What follows belongs to an exercise in optimizing a design on an open flow for small area, a short achievable clock period and few clock cycles; a production flow would make more cautious choices.
Only simulation tests tie the RTL to the original design; equivalence was not proved.
The flow treats the clock pin as an ideal source, which a real chip does not have.
Power is estimated from default activity; no workload was simulated.

<file path="flow/run.sh">
#!/bin/bash
# The standard layout (standard.sh) with these changes:
#  - synthesis: flow/synth.tcl, the standard synthesis script with ABC mapping
#    the combinational logic for area (flow/abc_area.script); adders are left
#    to ABC (no full/half adder cell mapping, no Kogge-Stone carry trees),
#  - the port buffers are buf_2 cells,
#  - after CTS, flow/outputs.tcl makes the registers that drive output ports
#    faster (larger drive strength, or internal loads moved behind a buffer),
#  - optional clock tree settings from flow/cts.env.
# The make output goes to flow.log; ORFS keeps each step's log in orfs/logs.
set -euo pipefail
here=$(pwd)
export MY_ABC_SCRIPT="$here/flow/abc_area.script"
export ADDER_MAP_FILE=
export SYNTH_OPERATIONS_ARGS="-nofsm"
export BUFFER_PORTS_ARGS="-buffer_cell sky130_fd_sc_hd__buf_2"
export POST_CTS_TCL="$here/flow/outputs.tcl"
if [[ -f flow/cts.env ]]; then source flow/cts.env; fi
sed "s#SYNTH_SCRIPT=[^ ]*#SYNTH_SCRIPT=$here/flow/synth.tcl#" standard.sh > own.sh
bash own.sh > flow.log 2>&1
</file>
<file path="flow/abc_area.script">
strash
&get -n
&fraig -x
&put
dc2
strash
dch -f
amap
strash
dch -f
amap
topo
</file>
<file path="flow/cts.env">
export CTS_ARGS="-sink_clustering_enable -repair_clock_nets -sink_clustering_size 22 -sink_clustering_max_diameter 150 -dont_use_dummy_load"
</file>
<file path="flow/outputs.tcl">
# Registers that drive output ports: connect each port's output buffer
# directly to its register (past any buffers the resizer put in between),
# then upsize the register where the cell has a larger drive strength, and
# move its other loads (if there are several) behind one buffer so that the
# register only drives its output buffer and that buffer.
set block [ord::get_db_block]
set n_sized 0
set n_buf 0
set n_moved 0
proc driver_of {net} {
  foreach it [$net getITerms] {
    if {[$it isOutputSignal]} { return $it }
  }
  return ""
}
foreach bterm [$block getBTerms] {
  if {[$bterm getIoType] != "OUTPUT"} { continue }
  set pnet [$bterm getNet]
  set od [driver_of $pnet]
  if {$od == ""} { continue }
  set obuf [$od getInst]
  set in_it [$obuf findITerm A]
  set net [$in_it getNet]
  # walk back through plain buffers to the register
  set d [driver_of $net]
  while {$d != "" && [string match "sky130_fd_sc_hd__buf_*" [[[$d getInst] getMaster] getName]]} {
    set net [[[$d getInst] findITerm A] getNet]
    set d [driver_of $net]
  }
  if {$d == ""} { continue }
  set drv [$d getInst]
  set m [[$drv getMaster] getName]
  if {![string match "*df*" $m]} { continue }
  if {[$in_it getNet] != $net} {
    $in_it disconnect
    $in_it connect $net
    incr n_moved
  }
  set min_loads 2
  if {$m == "sky130_fd_sc_hd__dfxtp_1" || $m == "sky130_fd_sc_hd__dfxtp_2"} {
    replace_cell [$drv getName] sky130_fd_sc_hd__dfxtp_4
    incr n_sized
    set min_loads 4
  }
  set loads {}
  foreach it [$net getITerms] {
    if {[$it isInputSignal] && [$it getInst] != $obuf} {
      lappend loads [get_pins "[[$it getInst] getName]/[[$it getMTerm] getName]"]
    }
  }
  if {[llength $loads] >= $min_loads} {
    insert_buffer -buffer_cell sky130_fd_sc_hd__buf_2 -net [get_nets [$net getName]] -load_pins $loads
    incr n_buf
  }
}
puts "outputs.tcl: $n_moved output buffers moved to their register, $n_sized registers upsized, $n_buf buffers inserted"
detailed_placement
check_placement -verbose
</file>
<file path="flow/synth.tcl">
# synth_recipe.tcl (the standard synthesis) with one change: ABC maps the
# combinational logic with an area-oriented script (MY_ABC_SCRIPT) in place of
# ORFS's delay-oriented one.  Registers are mapped before ABC runs, as in the
# standard synthesis, so they keep their names and cell types.
proc synth {args} { yosys synth -nofsm -noshare {*}$args }
proc abc {args} {
  set i [lsearch -exact $args -script]
  if {$i >= 0} { lset args [expr {$i + 1}] $::env(MY_ABC_SCRIPT) }
  yosys abc {*}$args
}
source $::env(SCRIPTS_DIR)/synth.tcl
# left out here: clear keep_hierarchy, flatten, clean up, hide names made inside functions, write 1_2_yosys.v
</file>
<file path="standard.sh">
#!/bin/bash
# synth_recipe.tcl (not shown) runs the flow's synth.tcl, then flattens the netlist and writes it again
# the make line also repeats each setting of config.mk as NAME=value (left out here)
make -C /OpenROAD-flow-scripts/flow DESIGN_CONFIG=/design/flow/config.mk WORK_HOME=/design/flow/orfs CLKGATE_MAP_FILE= SYNTH_SCRIPT=/design/flow/synth_recipe.tcl "${@:-finish}"
</file>
<file path="config.mk">
export PLATFORM = sky130hd
export DESIGN_NAME = Top
export DESIGN_NICKNAME = Top
export VERILOG_FILES = /design/flow/design.v
export SDC_FILE = /design/flow/constraint.sdc
export NUM_CORES = 4
export LEC_CHECK = 0
export CAP_MARGIN = 0
export CORE_MARGIN = 2
export CORE_UTILIZATION = 70
export SLEW_MARGIN = 0
</file>
<file path="constraint.sdc">
create_clock -name core_clock -period 74.0 [get_ports {clk}]
set_input_delay 14.8000 -clock core_clock [delete_from_list [all_inputs] [get_ports {clk}]]
set_output_delay 14.8000 -clock core_clock [all_outputs]
set_load 0.01 [all_outputs]
</file>
<file path="design.v">
`timescale 1ns / 1ps
module Top(
    input clk,
    input rst,
    output [8:0] imem_addr,
    input  [8:0] imem_data,
    output [17:0] dmem_addr,
    input  [8:0]  dmem_rdata,
    output        dmem_we,
    output [8:0]  dmem_wdata,
    output        done
);
localparam DS = 2;             
localparam DN = 18 / DS;       
localparam O_LDACR = 4'd0, O_LOAD = 4'd1, O_STORER = 4'd2, O_STACR = 4'd3,
           O_ADD = 4'd4, O_SUB = 4'd5, O_MUL = 4'd6, O_DIV = 4'd7,
           O_IMM = 4'd8, O_MULR = 4'd9, O_LDAC = 4'd10;
localparam C_NOP = 3'd0, C_INC = 3'd1, C_DEC = 3'd2, C_EXIT = 3'd3,
           C_JLSB = 3'd4, C_JNLSB = 3'd5, C_JNNEG = 3'd6, C_MULTI = 3'd7;
reg        rq;                 
reg [8:0]  pc, iw;
reg [1:0]  k;
reg [3:0]  op;
reg [17:0] ac, mar;
reg        c0, c17;            
reg        we, dn;
reg        ld;                 
reg        dvb;                
reg        mlb;                
reg [4:0]  cnt;
reg [17:0] r1, r2, r3, r4, r5, r6, r7, r8;
assign imem_addr  = pc;
assign dmem_addr  = mar;
assign dmem_we    = we;
assign dmem_wdata = ac[8:0];
assign done       = dn;
wire [5:0] oc = iw[6:1];
wire o_ldac  = (oc == 6'd2),  o_ldacr = (oc == 6'd5),  o_load = (oc == 6'd9);
wire o_stor  = (oc == 6'd11), o_stacr = (oc == 6'd12);
wire o_inc1  = (oc == 6'd15), o_inc2  = (oc == 6'd16), o_inc3 = (oc == 6'd17);
wire o_dec1  = (oc == 6'd18), o_dec2  = (oc == 6'd19), o_dec3 = (oc == 6'd20);
wire o_add   = (oc == 6'd21), o_sub   = (oc == 6'd23), o_mul  = (oc == 6'd25);
wire o_div   = (oc == 6'd26), o_imm   = (oc == 6'd28), o_mulr = (oc == 6'd29);
wire o_jlsb  = (oc == 6'd31), o_jnlsb = (oc == 6'd33), o_jnneg = (oc == 6'd35);
wire o_exit  = (oc == 6'd37);
wire o_multi = o_ldac | o_ldacr | o_load | o_stor | o_stacr | o_add | o_sub |
               o_mul | o_div | o_imm | o_mulr;
wire o_inc   = o_inc1 | o_inc2 | o_inc3;
wire o_dec   = o_dec1 | o_dec2 | o_dec3;
wire [2:0] c1 = o_multi ? C_MULTI : o_inc ? C_INC : o_dec ? C_DEC :
                o_exit ? C_EXIT : o_jlsb ? C_JLSB : o_jnlsb ? C_JNLSB :
                o_jnneg ? C_JNNEG : C_NOP;
wire [1:0] n1 = {o_inc2 | o_inc3 | o_dec2 | o_dec3, o_inc1 | o_inc3 | o_dec1 | o_dec3};
wire [3:0] mc = o_ldac ? O_LDAC : o_ldacr ? O_LDACR : o_load ? O_LOAD :
                o_stor ? O_STORER : o_stacr ? O_STACR : o_add ? O_ADD :
                o_sub ? O_SUB : o_mul ? O_MUL : o_div ? O_DIV :
                o_imm ? O_IMM : O_MULR;
wire [7:0]  rsel = 8'd1 << iw[2:0];
wire [17:0] rd = ({18{rsel[0]}} & r8) | ({18{rsel[1]}} & r1) |
                 ({18{rsel[2]}} & r2) | ({18{rsel[3]}} & r3) |
                 ({18{rsel[4]}} & r4) | ({18{rsel[5]}} & r5) |
                 ({18{rsel[6]}} & r6) | ({18{rsel[7]}} & r7);
wire busy  = ld | dvb;                     
wire k1x   = (k == 2'd1) && (c1 != C_MULTI);
wire needx = k1x || (k == 2'd2) || (k == 2'd3);
wire isj   = (k == 2'd1) && (c1 == C_JLSB || c1 == C_JNLSB || c1 == C_JNNEG);
wire jt    = (c1 == C_JLSB)  ? ~c0 :
             (c1 == C_JNLSB) ?  c0 : ~c17;
wire x1    = k1x && !busy;                        
wire        dz12  = (ac[17:6] == 12'd0);     
wire        dlast = dvb ? (cnt == DN - 1) : (dz12 && DN == 12 / DS + 1);
wire ovl   = dvb && dlast && (op == O_STACR);
wire x2    = (k == 2'd2) && (!busy || ovl) && !mlb;   
wire x3    = (k == 2'd3) && !busy;                 
wire ismul = (op == O_MUL) || (op == O_MULR);
wire        mfirst = x2 && ismul;
wire        mact   = mfirst || mlb;
wire        mulr   = (op == O_MULR);
wire [8:0]  ish    = iw >> cnt;
wire        mbit   = mulr ? rd[cnt] : ish[0];
wire [1:0]  mg0    = mulr ? rd[1:0] : iw[1:0];
wire        mlast  = mulr ? (mlb && cnt == 5'd17) :
                     mlb ? (ish[8:1] == 8'd0) : (iw[8:2] == 7'd0);
wire        sub = (k == 2'd1) ? (c1 == C_DEC) : (op == O_SUB && !mlb);
wire        xz  = mlb ? 1'b0 :
                  (k == 2'd1) ? 1'b0 :
                  (op == O_LOAD || op == O_IMM || op == O_STACR ||
                   op == O_LDACR || (op == O_LDAC && k == 2'd2)) ? 1'b1 :
                  ismul ? ~mg0[0] : 1'b0;
reg  [17:0] addy;
always @* begin
    if (mlb)                    addy = mbit ? mar : 18'd0;
    else if (k == 2'd1)         addy = {16'd0, n1};
    else case (op)
        O_ADD, O_SUB, O_LOAD, O_STACR, O_LDACR: addy = rd;
        O_IMM:                  addy = {9'd0, iw};
        O_LDAC:                 addy = (k == 2'd2) ? {9'd0, iw} : {iw, 9'd0};
        O_MUL, O_MULR:          addy = mg0[1] ? {ac[16:0], 1'b0} : 18'd0;
        default:                addy = 18'd0;         
    endcase
end
wire [17:0] addx = xz ? 18'd0 : ac;
wire [17:0] sum  = addx + (sub ? ~addy : addy) + {17'd0, sub};
wire        dfirst = x2 && (op == O_DIV);
wire [8:0]  dv     = dvb ? mar[8:0] : iw;
wire        dz6    = (ac[17:12] == 6'd0);
wire [17:0] dskip  = dz12 ? {ac[5:0], 12'd0} : dz6 ? {ac[11:0], 6'd0} : ac;
wire [4:0]  dcnt0  = dz12 ? 5'd1 + 12 / DS : dz6 ? 5'd1 + 6 / DS : 5'd1;
reg  [8:0]  drem;
reg  [17:0] dq;
reg  [9:0]  dt;
reg  [10:0] dd;
integer i;
always @* begin
    drem = dvb ? mar[17:9] : 9'd0;
    dq   = dvb ? ac : dskip;
    for (i = 0; i < DS; i = i + 1) begin
        dt = {drem, dq[17]};
        dd = {1'b0, dt} - {2'b00, dv};         
        drem = dd[10] ? dt[8:0] : dd[8:0];
        dq   = {dq[16:0], ~dd[10]};
    end
end
wire halt = (k == 2'd1) && (c1 == C_EXIT);
wire adv  = !(needx && busy && !(ovl && k == 2'd2)) && !halt && !(mact && !mlast);
wire [17:0] rwd = ac;
wire        rwr = x2 && (op == O_STORER);
always @(posedge clk) begin
    if (rq || (rwr && iw[2:0] == 3'd1)) r1 <= rwd;
    if (rq || (rwr && iw[2:0] == 3'd2)) r2 <= rwd;
    if (rq || (rwr && iw[2:0] == 3'd3)) r3 <= rwd;
    if (rq || (rwr && iw[2:0] == 3'd4)) r4 <= rwd;
    if (rq || (rwr && iw[2:0] == 3'd5)) r5 <= rwd;
    if (rq || (rwr && iw[2:0] == 3'd6)) r6 <= rwd;
    if (rq || (rwr && iw[2:0] == 3'd7)) r7 <= rwd;
    if (rq || (rwr && iw[2:0] == 3'd0)) r8 <= rwd;
end
wire [17:0] mar_d = mact ? (mlb ? {mar[16:0], 1'b0} : {ac[15:0], 2'b00}) :
                    (dfirst || (dvb && !dlast)) ? {drem, dv} : sum;
always @(posedge clk) mar <= mar_d;
always @(posedge clk) cnt <= mfirst ? 5'd2 : dfirst ? dcnt0 : cnt + 5'd1;
always @(posedge clk) begin
    rq <= rst;
    if (rq) begin
        pc <= 9'd0; k <= 2'd0;
        ac <= 18'd0; c0 <= 1'b0; c17 <= 1'b0;
        we <= 1'b0; dn <= 1'b0; ld <= 1'b0;
        dvb <= 1'b0; mlb <= 1'b0;
    end else begin
        we <= 1'b0;
        ld <= 1'b0;
        if (adv) begin
            iw <= imem_data;
            if (isj) begin
                pc <= jt ? imem_data : pc + 9'd1;
                k  <= 2'd0;
            end else begin
                pc <= pc + 9'd1;
                if (k == 2'd1 && c1 == C_MULTI) begin
                    k  <= 2'd2;
                    op <= mc;
                end else if (k == 2'd2 && op == O_LDAC)
                    k <= 2'd3;
                else
                    k <= 2'd1;
            end
        end
        if (x1) begin
            if (c1 == C_INC || c1 == C_DEC) begin
                ac <= sum; c0 <= sum[0]; c17 <= sum[17];
            end
            if (c1 == C_EXIT) dn <= 1'b1;
        end
        if (x2) begin
            case (op)
                O_LOAD, O_ADD, O_SUB, O_IMM, O_MUL, O_MULR:
                          begin ac <= sum; c0 <= sum[0]; c17 <= sum[17]; end
                O_STORER: begin c0 <= sum[0]; c17 <= sum[17]; end
                O_STACR:  begin we <= 1'b1; c0 <= sum[0]; c17 <= sum[17]; end
                O_LDACR:  ld <= 1'b1;
                O_LDAC:   ac <= sum;           
                default: ;
            endcase
        end
        if (x3) ld <= 1'b1;                
        if (ld) begin
            ac <= {9'd0, dmem_rdata}; c0 <= dmem_rdata[0]; c17 <= 1'b0;
        end
        if (mlb) begin
            ac <= sum; c0 <= sum[0]; c17 <= sum[17];
        end
        if (mact) begin
            if (mlast) begin
                mlb <= 1'b0;
            end else begin
                mlb <= 1'b1;
            end
        end
        if (dfirst || dvb) begin
            ac <= dq;
            if (dlast) begin
                if (!ovl) begin c0 <= dq[0]; c17 <= dq[17]; end
                dvb <= 1'b0;
            end else begin
                dvb <= 1'b1;
            end
        end
    end
end
endmodule
</file>
==> impl_metrics.json, run 1 <==
{
  "run_status": "complete, no violations",
  "dominantRegCellSynth": "edfxtp_1",
  "regArea_sq_um": 6060,
  "vias": 10800,
  "crit_chain": "buf_2",
  "start_util": 0.718,
  "track_usage": 0.435,
  "numClockSinks": 217,
  "cp_data_required_time_ps": 59200,
  "worst_setup_hold_path_clk_slew_ps": 100,
  "nets": 1292,
  "finalMaxSlewViolations": 0,
  "clkLatencyLatePin_ps": 490,
  "drcViolationCount": 0,
  "multiplexer_share_of_the_synthesized_area": 0,
  "gp_congestion": 1.03,
  "cellLeakagePower_nw": 4.31,
  "crit_path_max_fanout": 2,
  "pre_cts_ws_ps": 58270,
  "power_density_nw_per_um2": 21.4,
  "first_pass_grt_wire_length_mm": 54.8,
  "post_synth_and_or_nand_nor_area_fraction": 0.168,
  "critPathArrivalTime_ps": 1010,
  "number_of_distinct_library_cell_variants_in_the_gate_level_netlist_after_synthesis": 41,
  "finalSetupTns_ps": 0,
  "drive_above_1_share": 0.122,
  "post_route_ant_nets": 0,
  "criticalPathCategory": "reg -> out",
  "sequential_to_total_area_share_from_yosys_stat": 0.540,
  "asyncSetResetFlopFracSynth": 0,
  "dieArea_sq_um": 16700,
  "finClkSkew_ps": 51.4,
  "post_synth_edffs": 157,
  "placedCellCount": 1458,
  "adder_and_majority_cell_fraction_of_the_synthesized_area": 0,
  "timing.critical_path.max_delay_family": "flip-flops",
  "drt_pre_antenna_iters": 7,
  "layout_min_cycle_time_ps": 15810,
  "die_y_um": 129,
  "timing_hold_violations_final": 0,
  "share_of_the_core_filled_with_cells_in_the_final_layout": 0.800,
  "clock.fmax_mhz": 63.2,
  "timing_worst_slew_pin_value_ps": 1200,
  "floorplan.rows": 45,
  "hpwlAfterDp_mm": 24.0,
  "post_synth_xor_xnor_area": 0,
  "largest_family_of_logic_cells_by_synthesized_area": "compound AO/OA/AOI/OAI gates",
  "global_route.overflow_total": 0,
  "post_synthesis_area_per_instance_sq_um": 9.36,
  "max_slew_margin": 0.182,
  "rsz0062_at_grt": "false",
  "synthesis.instances": 1171,
  "crit_slowest_cell": "dfxtp_4",
  "min_path_type": "reg -> reg",
  "placement.cell_area_sq_um": 11700,
  "critPathBufInv": 1,
  "wirelength_mm": 36.4,
  "syn2layout_area_growth_pct": 11.4,
  "syn-num-nets": 1191,
  "multi_input_area_sq_um": 4630,
  "instances_no_fill": 1482,
  "setup_violations": 0,
  "buffer_ports.inserted": 57,
  "post_synth_instance_area_sq_um": 11000,
  "synthesized_area_fraction_occupied_by_ao_oa_aoi_and_oai_cells": 0.251,
  "power_mw": 0.261,
  "grt_pass1_vias": 9903,
  "final_critical_path_setup_slack_ps": 58190,
  "initial_antenna_violation_count": 2,
  "drtIter0Drc": 1982,
  "worst_path_largest_cell_delay_ps": 390,
  "number_of_vias_per_cell": 7.28,
  "cts_tree": "yes",
  "critical_path.endpoint_type": "primary output",
  "design_area_sq_um": 12200,
  "fin_crit_sh": 0.214,
  "ff2ff_setup_slack_ps": 64230,
  "routedWlPerCell_um": 24.5,
  "grt_max_degree": 32,
  "worst_setup_path_start_kind": "register",
  "num_io_pins": 58,
  "vdd_ir_drop_max_mv": 0.0208,
  "floorplan.die.width_um": 129,
  "number_of_max_capacitance_violations_reported": 0,
  "synth-seq-cells": 217,
  "synth-warning-count": 1,
  "fin_hold_ws_ps": 493,
  "final.fill_count": 1017,
  "std_cell_core_area_sq_um": 15300
}
[layout by cell type, fill, tap and decap left out, drive strengths merged, types with 47 or more instances in the layout]
master  netlist  layout
nand2       136     136
nor3         47      47
dfxtp        60      60
buf           9      95
clkinv      103     103
o21ai        95      95
o22ai        50      50
a21oi        79      79
nor2        183     183
edfxtp      157     157
[power breakdown]
group | internal [mW] | switching [mW]
Clock | 0.0316 | 0.0369
Sequential | 0.138 | 0.00678
Combinational | 0.0153 | 0.0321
Total | 0.185 | 0.0758
[registers in the layout, indices dropped and copies added (netlist names), 2 cells and up]
name,count
r2,18
r6,18
cnt,5
mar,18
r4,18
pc,9
r8,18
r1,18
r7,18
r5,18
iw,9
k,2
op,4
r3,18
ac,18
[final timing paths]
check,startpoint,end,depth (start not counted)
worst max-delay path,ac[6],dmem_wdata[6],1
worst max register to register,iw[0],c17,49
worst min-delay path,dn,dn,2
worst min register to register,dn,dn,2
[routing by layer]
metal,vias to the layer above,track usage,share of wire
met5,-,0,0.00036
met4,2,0.233,0.068
met3,242,0.113,0.16
met2,1018,0.654,0.43
met1,4859,0.583,0.34
li1,4673,-,-
[final cells by class, without the clock buffers]
type                    instances  share of cell area
flip-flops and latches        217               0.496
well taps                     211              0.0216
diodes                          1            0.000205
repair buffers                 95              0.0447
multi-input cells             842               0.379
inverters                     103              0.0317
[cell families (layout without fill, tap and decap cells)]
family | after synthesis | in the layout
AND/OR/NAND/NOR | 434 | 434
other | 0 | 1
flip-flops | 217 | 217
buffers and inverters | 112 | 211
AO/OA/AOI/OAI | 408 | 408
[cells in the mapped netlist, types with 14 or more instances]
cell type,count,area (sq um)
nand3_1,19,95.1
nand2_1,136,510
o21a_1,32,240
nor2_1,183,687
o21ai_0,95,475
or2_0,14,87.6
a222oi_1,32,320
a221oi_1,14,123
a21oi_1,79,395
edfxtp_1,157,4710
clkinv_1,103,387
o22ai_1,50,313
dfxtp_1,60,1200
nor3_1,47,235
o221ai_1,14,123
Testbench counts, summed over its fixed seeds: cycles 153,929.
==> run 2, diff against run 1 <==
--- a/config.mk
+++ b/config.mk
@@ -7,5 +7,5 @@
 export LEC_CHECK = 0
 export CAP_MARGIN = 0
 export CORE_MARGIN = 2
-export CORE_UTILIZATION = 70
+export CORE_UTILIZATION = 55
 export SLEW_MARGIN = 0
==> impl_metrics.json, run 2 <==
{
  "buffer_ports.inserted": 57,
  "number_of_distinct_library_cell_variants_in_the_gate_level_netlist_after_synthesis": 41,
  "global_route.overflow_total": 0,
  "rsz0062_at_grt": "false",
  "drtIter0Drc": 1489,
  "timing_hold_violations_final": 0,
  "gp_congestion": 0.982,
  "largest_family_of_logic_cells_by_synthesized_area": "compound AO/OA/AOI/OAI gates",
  "drt_pre_antenna_iters": 8,
  "post_synthesis_area_per_instance_sq_um": 9.36,
  "start_util": 0.561,
  "number_of_vias_per_cell": 6.60,
  "critPathBufInv": 1,
  "worst_path_largest_cell_delay_ps": 380,
  "layout_commonest_cell": "nor2_1",
  "wirelength_mm": 36.3,
  "synthesis.instances": 1171,
  "post_synth_and_or_nand_nor_area_fraction": 0.168,
  "min_path_type": "reg -> reg",
  "timing_worst_slew_pin_value_ps": 908,
  "number_of_max_capacitance_violations_reported": 0,
  "die_y_um": 145,
  "adder_and_majority_cell_fraction_of_the_synthesized_area": 0,
  "asyncSetResetFlopFracSynth": 0,
  "synth.top_cell.area_share": 0.430,
  "multiplexer_share_of_the_synthesized_area": 0,
  "layout_min_cycle_time_ps": 15790,
  "power_mw": 0.261,
  "post-synth-top-count-cell": "nor2_1",
  "diodes": 0,
  "post_synth_edffs": 157,
  "clkLatencyLatePin_ps": 480,
  "multi_input_area_sq_um": 4630,
  "std_cell_core_area_sq_um": 19500,
  "cts_tree": "yes",
  "run_status": "complete, no violations",
  "finalMaxSlewViolations": 0,
  "sequential_to_total_area_share_from_yosys_stat": 0.540,
  "crit_slowest_cell": "dfxtp_4",
  "floorplan.rows": 51,
  "routedWlPerCell_um": 23.5,
  "syn2layout_area_growth_pct": 12.4,
  "crit_chain": "buf_2",
  "critPathArrivalTime_ps": 990,
  "dominantRegCellSynth": "edfxtp_1",
  "post_synth_xor_xnor_area": 0,
  "synthesized_area_fraction_occupied_by_ao_oa_aoi_and_oai_cells": 0.251,
  "post_synth_instance_area_sq_um": 11000,
  "clock.fmax_mhz": 63.3,
  "setup_violations": 0,
  "vias": 10200,
  "vdd_ir_drop_max_mv": 0.0234,
  "yosys-top-cells-area": "edfxtp_1 (43%), dfxtp_1 (11%), nor2_1 (6.3%)",
  "first_pass_grt_wire_length_mm": 55.1,
  "grt_max_degree": 31,
  "critical_path.endpoint_type": "primary output",
  "cp_data_required_time_ps": 59200,
  "ys_top_cells_by_count": "nor2_1 (183), edfxtp_1 (157), nand2_1 (136)",
  "num_io_pins": 58,
  "yosysTopAreaCell": "edfxtp_1",
  "regArea_sq_um": 6060,
  "drcViolationCount": 0,
  "worst_setup_hold_path_clk_slew_ps": 100,
  "timing.critical_path.max_delay_family": "flip-flops",
  "syn-num-nets": 1191,
  "power_density_nw_per_um2": 21.2,
  "fin_crit_sh": 0.213,
  "synth-seq-cells": 217,
  "floorplan.die.width_um": 145,
  "max_slew_margin": 0.379,
  "initial_antenna_violation_count": 0,
  "final.fill_count": 1669,
  "hpwlAfterDp_mm": 24.7,
  "post_route_ant_nets": 0,
  "worst_setup_path_start_kind": "register",
  "synth-warning-count": 1,
  "criticalPathCategory": "reg -> out",
  "drive_above_1_share": 0.126,
  "numClockSinks": 217,
  "dieArea_sq_um": 21100,
  "layout.cells.most_common_list": "nor2_1 (183), edfxtp_1 (157), nand2_1 (136), clkinv_1 (103), o21ai_0 (86)",
  "finalSetupTns_ps": 0,
  "grt_pass1_vias": 9182,
  "finClkSkew_ps": 18.2,
  "nets": 1298,
  "track_usage": 0.338,
  "crit_path_max_fanout": 2,
  "cellLeakagePower_nw": 4.34
}
==> run 2: kinds of logic (layout without fill, tap and decap cells) <==
kind of cell,after synthesis,count (layout)
and+or+nand+nor,434,434
DFF,217,217
AOI/OAI and AO/OA,408,408
buffers and inverters,112,217
==> run 2: routing by layer <==
layer	GRT usage	vias up	part of all wire	routed length [um]
met3	0.0629	93	0.11	4060
met2	0.523	609	0.45	16200
met4	0.104	0	0.035	1270
met5	0	-	0	0
li1	-	4704	-	-
met1	0.489	4765	0.41	14700
==> run 2: cell type report, without the clock buffers <==
type	instances	area share
sequential	217	0.492
multi-input combinational	842	0.376
timing repair buffer	101	0.0481
inverter	103	0.0314
tap	265	0.0269
==> run 2: report_power, final <==
| part | switching, mW | internal [mW] | total, mW | leakage, nW |
|---|---|---|---|---|
| combinational | 0.0318 | 0.0156 | 0.0474 | 2.05 |
| clock | 0.0374 | 0.0316 | 0.0690 | 0.160 |
| sequential | 0.00637 | 0.138 | 0.145 | 2.13 |
==> run 2: final timing paths <==
| check | cells past startpoint | slack [ps] | endpoint | start |
|---|---|---|---|---|
| min | 2 | 490 | dn | dn |
| max | 1 | 58210 | dmem_wdata[1] | ac[1] |
| max reg2reg | 51 | 64530 | mar[17] | iw[0] |
| min reg2reg | 2 | 490 | dn | dn |
==> run 2: stage by stage <==
| step | cell area [sq um] | std cells | hold slack, ps | util | worst slack [ps] |
|---|---|---|---|---|---|
| 3_5_place_dp | 11800 | 1519 | 466 | 0.605 | 58260 |
| 5_1_grt | 12300 | 1541 | 515 | 0.631 | 58180 |
| 3_3_place_gp | 11800 | 1519 | 457 | 0.605 | 58290 |
| 2_1_floorplan | 11000 | 1171 | 468 | - | 58540 |
| 6_report | 12300 | 1541 | 494 | 0.631 | 58210 |

port drivers added, routing unchanged:
The flow's constraints put no driver on any port. The routed layouts listed below were extracted and timed again, unchanged, in two steps. Step 1 sets driving cells, clkbuf_16 on the clock port and buf_2 on the other inputs (assumed; they add their load-dependent delay and slew). Step 2 also shifts input and output timing later by t, the mid clock arrival at the registers, as if the neighbouring blocks saw the same clock. Three values: ideal ports, drivers, drivers and shift; two values: the first two.
run | t (ns) | setup slack, ns | worst slew at a driven data input, ns
run 1 | 0.512 | 58.188 / 58.142 / 58.398 | 0.04
run 2 | 0.518 | 58.208 / 58.160 / 58.468 | 0.03
After both steps setup and hold are still met in every run listed.
